Source: an optimization exercise on an open RTL-to-GDS flow (aim: small area, a short achievable clock period and few clock cycles per item). Production flows keep margins and buffers that such runs may drop. Only the layout flow was run in this run; the RTL was not checked for function there.

### design/flow/flow/run.sh
#!/bin/bash
set -euo pipefail
export BUFFER_PORTS_ARGS="-buffer_cell sky130_fd_sc_hd__buf_1"
bash standard.sh finish > standard_flow.log 2>&1
### design/flow/standard.sh
#!/bin/bash
# synth_recipe.tcl (not shown) runs the flow's synth.tcl, then flattens the netlist and writes it again
# the make line also repeats each setting of config.mk as NAME=value (left out here)
make -C /OpenROAD-flow-scripts/flow DESIGN_CONFIG=/design/flow/config.mk WORK_HOME=/design/flow/orfs CLKGATE_MAP_FILE= SYNTH_SCRIPT=/design/flow/synth_recipe.tcl "${@:-finish}"
### design/flow/config.mk
export PLATFORM = sky130hd
export DESIGN_NAME = unsignedDiv
export DESIGN_NICKNAME = unsignedDiv
export VERILOG_FILES = /design/flow/design.v
export SDC_FILE = /design/flow/constraint.sdc
export NUM_CORES = 4
export LEC_CHECK = 0
export ABC_AREA = 1
export CAP_MARGIN = 0
export CORE_MARGIN = 2
export CORE_UTILIZATION = 70
export SETUP_SLACK_MARGIN = 0.8
export SLEW_MARGIN = 0
### design/flow/constraint.sdc
create_clock -name core_clock -period 3.5 [get_ports {CLK}]
set_input_delay 0.7000 -clock core_clock [delete_from_list [all_inputs] [get_ports {CLK}]]
set_output_delay 0.7000 -clock core_clock [all_outputs]
set_load 0.01 [all_outputs]
### design/flow/design.v
`timescale 1ns / 1ps
module unsignedDiv #(parameter N = 32)
                    (input valid, CLK, RST,
                     input [N-1:0] divisor, dividend,
                     output reg ready,
                     output [N-1:0] quotient, remainder);
    localparam CW = $clog2(N);
    reg run;                 
    reg [N-1:0] R, Q, D;
    reg [CW-1:0] cnt, la;
    assign quotient  = Q;
    assign remainder = R;
    function automatic [CW-1:0] lzc(input [N-1:0] x);
        reg [N-1:0] v;
        integer s;
        begin
            v = x;
            for (s = CW - 1; s >= 0; s = s - 1) begin
                lzc[s] = ~|(v >> (N - (1 << s)));
                if (lzc[s]) v = v << (1 << s);
            end
        end
    endfunction
    wire [CW:0] diff = {1'b0, cnt} - {1'b0, la};
    wire quick = diff[CW] | Q[0];
    function automatic [N:0] psub(input [N-1:0] a, input [N-1:0] b);
        reg [N-1:0] p, g, G, P;
        integer l, i;
        begin
            p = a ^ ~b; g = a & ~b; G = g; P = p;
            G[0] = g[0] | p[0];      
            for (l = 0; (1 << l) < N; l = l + 1)
                for (i = (2 << l) - 1; i < N; i = i + (2 << l)) begin
                    G[i] = G[i] | (P[i] & G[i - (1 << l)]);
                    P[i] = P[i] & P[i - (1 << l)];
                end
            for (l = 3; l >= 0; l = l - 1)
                for (i = (3 << l) - 1; i < N; i = i + (2 << l)) begin
                    G[i] = G[i] | (P[i] & G[i - (1 << l)]);
                    P[i] = P[i] & P[i - (1 << l)];
                end
            psub[N] = G[N-1];
            psub[N-1:0] = p ^ {G[N-2:0], 1'b1};
        end
    endfunction
    wire [N:0] sub = psub(R, D);
    wire ge = sub[N];
    always @(posedge CLK or posedge RST) begin
        if (RST) begin
            ready <= 1'b1;
            run <= 1'b0;
            R <= 0;
            Q <= 0;
        end else if (ready) begin
            if (valid) begin
                ready <= 1'b0;
                run <= 1'b0;
                R <= dividend;
                Q <= {N{~|divisor}};
            end
        end else if (!run) begin
            if (quick) ready <= 1'b1;
            else run <= 1'b1;
        end else begin
            if (ge) R <= sub[N-1:0];
            Q <= {Q[N-2:0], ge};
            if (cnt == 0) ready <= 1'b1;
        end
    end
    always @(posedge CLK) begin
        if (ready) begin
            D <= divisor;
            cnt <= lzc(divisor);
            la <= lzc(dividend);
        end else if (!run) begin
            D <= D << diff[CW-1:0];
            cnt <= diff[CW-1:0];
        end else begin
            D <= D >> 1;
            cnt <= cnt - 1'b1;
        end
    end
endmodule
==> summary.md <==
| Metric | Value |
|---|---|
| Initial Util | `71.8%` |
| Port buffer count | `131` |
| Clock Skews | `roughly 0.024 ns` |
| Register-to-Register Path Depth | `19` |
| Outcome | `complete, no violations` |
| CTS tree | `yes` |
| Mapped cell area | `roughly 8200 um2` |
| Mapped Cells | `1172` |
| Fmax | `between 300 and 400 MHz` |
| Vias in the first global route | `8636` |
| CTS HTree Levels | `3` |
| Final count of pins violating max slew | `0` |
| Nature of the critical path startpoint | `flip-flop` |
| DRC | `0` |
| Hold crit path type | `in2async` |
| Area grow syn2layout | `19.3%` |
| ANT cells | `0` |
| First-pass GRT wire length | `between 40000 and 50000 um` |
| Final wirelength | `33000 um` |
| Synthesized Nets | `1294` |
| Crit path capture type | `flip-flop` |
| Row cnt | `39` |
| Overflow after GRT | `0` |
| Relative slew slack | `48.2%` |
| Std-Cell Core Area | `11500 um2` |
| Hold Buf Count CTS | `0` |
| DR iter-0 viols | `1891` |
| Post-Place Worst Slack | `between 0.4 and 0.5 ns` |
| Post-layout min period | `2.99 ns` |
| YS warnings | `1` |
| Setup TNS | `0 ns` |
| Share of cells above drive strength 1 | `14.6%` |
| I/O pin total | `132` |
| Worst path arrival time | `roughly 3.3 ns` |
| Least-Margin Pin Slew | `0.777 ns` |
| Clock sinks | `~110` |
| WP data required | `3.76 ns` |
| Fin worst setup slack | `just over 0.5 ns` |
| Largest net degree at the start of global routing | `72` |
| Total number of vias | `between 9000 and 10000` |
| Routed Antenna Nets | `0` |
| Gr usage total | `45.8%` |
| Sequential cell area | `around 2600 um2` |
| Post-layout nets | `1435` |
| Die ar. | `12600 um2` |
| Via/cell ratio | `6.69` |
| Post-DP HPWL | `20800 um` |
| # Max-Cap Violations | `0` |
| Post-synthesis sequential area ratio | `31.2%` |
| GP Congestion | `1.08` |
| Die H | `112 um` |
| Insertion delay to the later sink of the worst-skew pair | `0.39 ns` |
| Clk buf depth | `2` |
| Worst Path Max Fanout | `3` |
| Drt first pass iters | `10` |
| Synth Register Bits | `108` |
| Worst Path Class, Setup | `reg2reg` |
| Avg WL per Cell | `22.6 um` |
| CTS clock-pin slew for the worst setup and hold paths | `approximately 0.10 ns` |
| Die X | `112 um` |
| Initial antenna violation count | `0` |
| Multi-input logic area | `5230 um2` |
| Fin. Hold Viols | `0` |
| RSZ-0062 raised after global routing | `true` |
| Cts bufs inserted | `9` |
| Final-report setup violation count | `0` |
| Clk root buf | `clkbuf_16` |
| Worst hold slack | `~0.28 ns` |
| Synth cell types | `49` |
| Final period util | `85.4%` |
| FILL cells | `between 600 and 700` |
| Mean Syn Cell Area | `between 7 and 8 um2` |
-- what timing repair did --
action	CTS	global route
setup endpoints to repair	48	52
cloned	0	3
buffers inserted	12	22
pin swaps	14	26
resized for setup	38	69
-- critical path, stage by stage, from the launching register on --
cell,delay (ns)
dfrtp_1,0.38
inv_1,0.06
ha_2,0.17
fa_2,0.36
inv_2,0.08
nand3_2,0.07
nand2_2,0.08
nand3_2,0.07
nand2_2,0.08
nand3_2,0.09
nand2_4,0.10
nand3_4,0.08
nand2_4,0.12
a21oi_4,0.08
o21ai_2,0.20
a21oi_2,0.08
fa_2,0.51
nand2_1,0.06
o21ai_2,0.11
o21ai_2,0.09
-- state kept, by name, summed over array words and instances (netlist names) --
| name | count |
|---|---|
| D | 32 |
| Q | 32 |
| R | 32 |
| cnt | 5 |
| la | 5 |
| ready | 1 |
| run | 1 |
-- cells in the mapped netlist (all sizes together) --
cell type / instances / area [um2]
o2111ai: 14 / 123
nor3: 5 / 25.0
o21a: 2 / 15.0
xor2: 8 / 70.1
o31ai: 2 / 15.0
nand4: 10 / 62.6
dfxtp: 35 / 701
nand3b: 1 / 7.51
nor4: 5 / 31.3
or2: 11 / 68.8
o221ai: 4 / 35.0
nand3: 56 / 295
dfrtp: 65 / 1630
clkbuf: 36 / 135
a221oi: 2 / 23.8
a21oi: 70 / 350
ha: 38 / 475
dfstp: 1 / 26.3
o211ai: 14 / 105
fa: 17 / 340
o21ai: 132 / 683
nand2: 326 / 1250
o311ai: 3 / 26.3
a21o: 4 / 30.0
a31oi: 7 / 43.8
edfxtp: 7 / 210
o21bai: 4 / 30.0
inv: 132 / 495
nor2: 90 / 393
buf: 24 / 141
o22ai: 7 / 43.8
a21boi: 1 / 7.51
a22oi: 16 / 120
a211oi: 3 / 27.5
mux2i: 18 / 180
xnor2: 2 / 17.5
-- layout make-up --
| class | instances | share of cell area, % |
|---|---|---|
| multi-input cells | 873 | 53.2 |
| flip-flops and latches | 108 | 26.2 |
| repair buffers | 188 | 10.2 |
| inverters | 132 | 5.14 |
| clock buffers | 9 | 2.29 |
| well taps | 143 | 1.82 |
| clock inverters | 7 | 1.05 |
| repair inverters | 1 | 0.0510 |
-- cells in the final DEF (no fill, tap or decap), types with 6 or more instances in the layout --
master and count:
nand2_1 315, o21ai_2 17, or2_2 9, nand3_1 50, xor2_1 7, nor2_2 9, clkbuf_16 10, inv_1 116
a21oi_1 64, a31oi_1 6, buf_4 47, dfxtp_1 30, nand2_2 6, a22oi_1 14, o2111ai_1 14, ha_1 32
fa_1 7, o21ai_1 35, dfrtp_1 62, fa_2 10, buf_1 131, o22ai_1 7, nor2_1 78, mux2i_1 13
inv_2 14, nand4_1 10, edfxtp_1 7, o21ai_0 80, o211ai_1 14
-- per-layer routing --
layer	vias to the layer above	share of wire [%]	wire length, um	GRT usage (%)
li1	4186	-	-	-
met5	-	0	0	0.392
met2	946	42	13800	68.4
met3	281	15	5010	12.4
met4	0	9.0	2980	27.4
met1	4363	34	11200	59.8
-- final timing paths --
kind                             from    end  slack, ns
worst max-delay path             R[0]  R[30]       0.51
max in group asynchronous         RST  Q[26]       2.21
worst max register to register   R[0]  R[30]       0.51
worst min register to register  R[27]  R[27]       0.54
worst min-delay path              RST  R[22]       0.28
min in group core_clock         R[27]  R[27]       0.54
-- cells by family (layout without fill, tap and decap cells) --
logic type / count (synthesis) / count (layout) / share of synthesized area, %
compound gates: 285 / 285 / 20.4
fa+ha+maj: 55 / 55 / 9.91
buf+inv: 192 / 337 / 9.38
simple gates: 504 / 505 / 25.9
xor+xnor: 10 / 10 / 1.06
mux: 18 / 18 / 2.19
flops: 108 / 108 / 31.2
-- per-stage QoR --
stage	std cells	utilization [%]	area, um2
after floorplan	1172	-	8270
after global placement	1408	77.2	8860
after detailed placement	1408	77.2	8860
after CTS	1436	82.2	9430
after global routing	1461	85.6	9810
final	1461	85.6	9810

==> what the ideal ports hide <==
No port has a modelled driver above. Below, the same layout with a new extraction and two added sets of constraints.
Step 1 sets driving cells, clkbuf_16 on the clock port and buf_2 on the other inputs (assumed; they add their load-dependent delay and slew).
Step 2 times the ports against the registers' clock, not the clock port: input delays grow and output delays shrink by t, the midpoint of the rising clock arrivals with the driver on.
a / b / c = ideal / step 1 / step 2; a / b = the first two.
t (ns): 0.420
setup slack, ns: 0.510 / 0.510 / 0.510
clock arrival spread, ns: 0.024 / 0.024
After both steps this run still meets setup and hold. For this run, drivers alone change the setup slack by 0.000 ns; drivers and shift together by 0.000 ns.
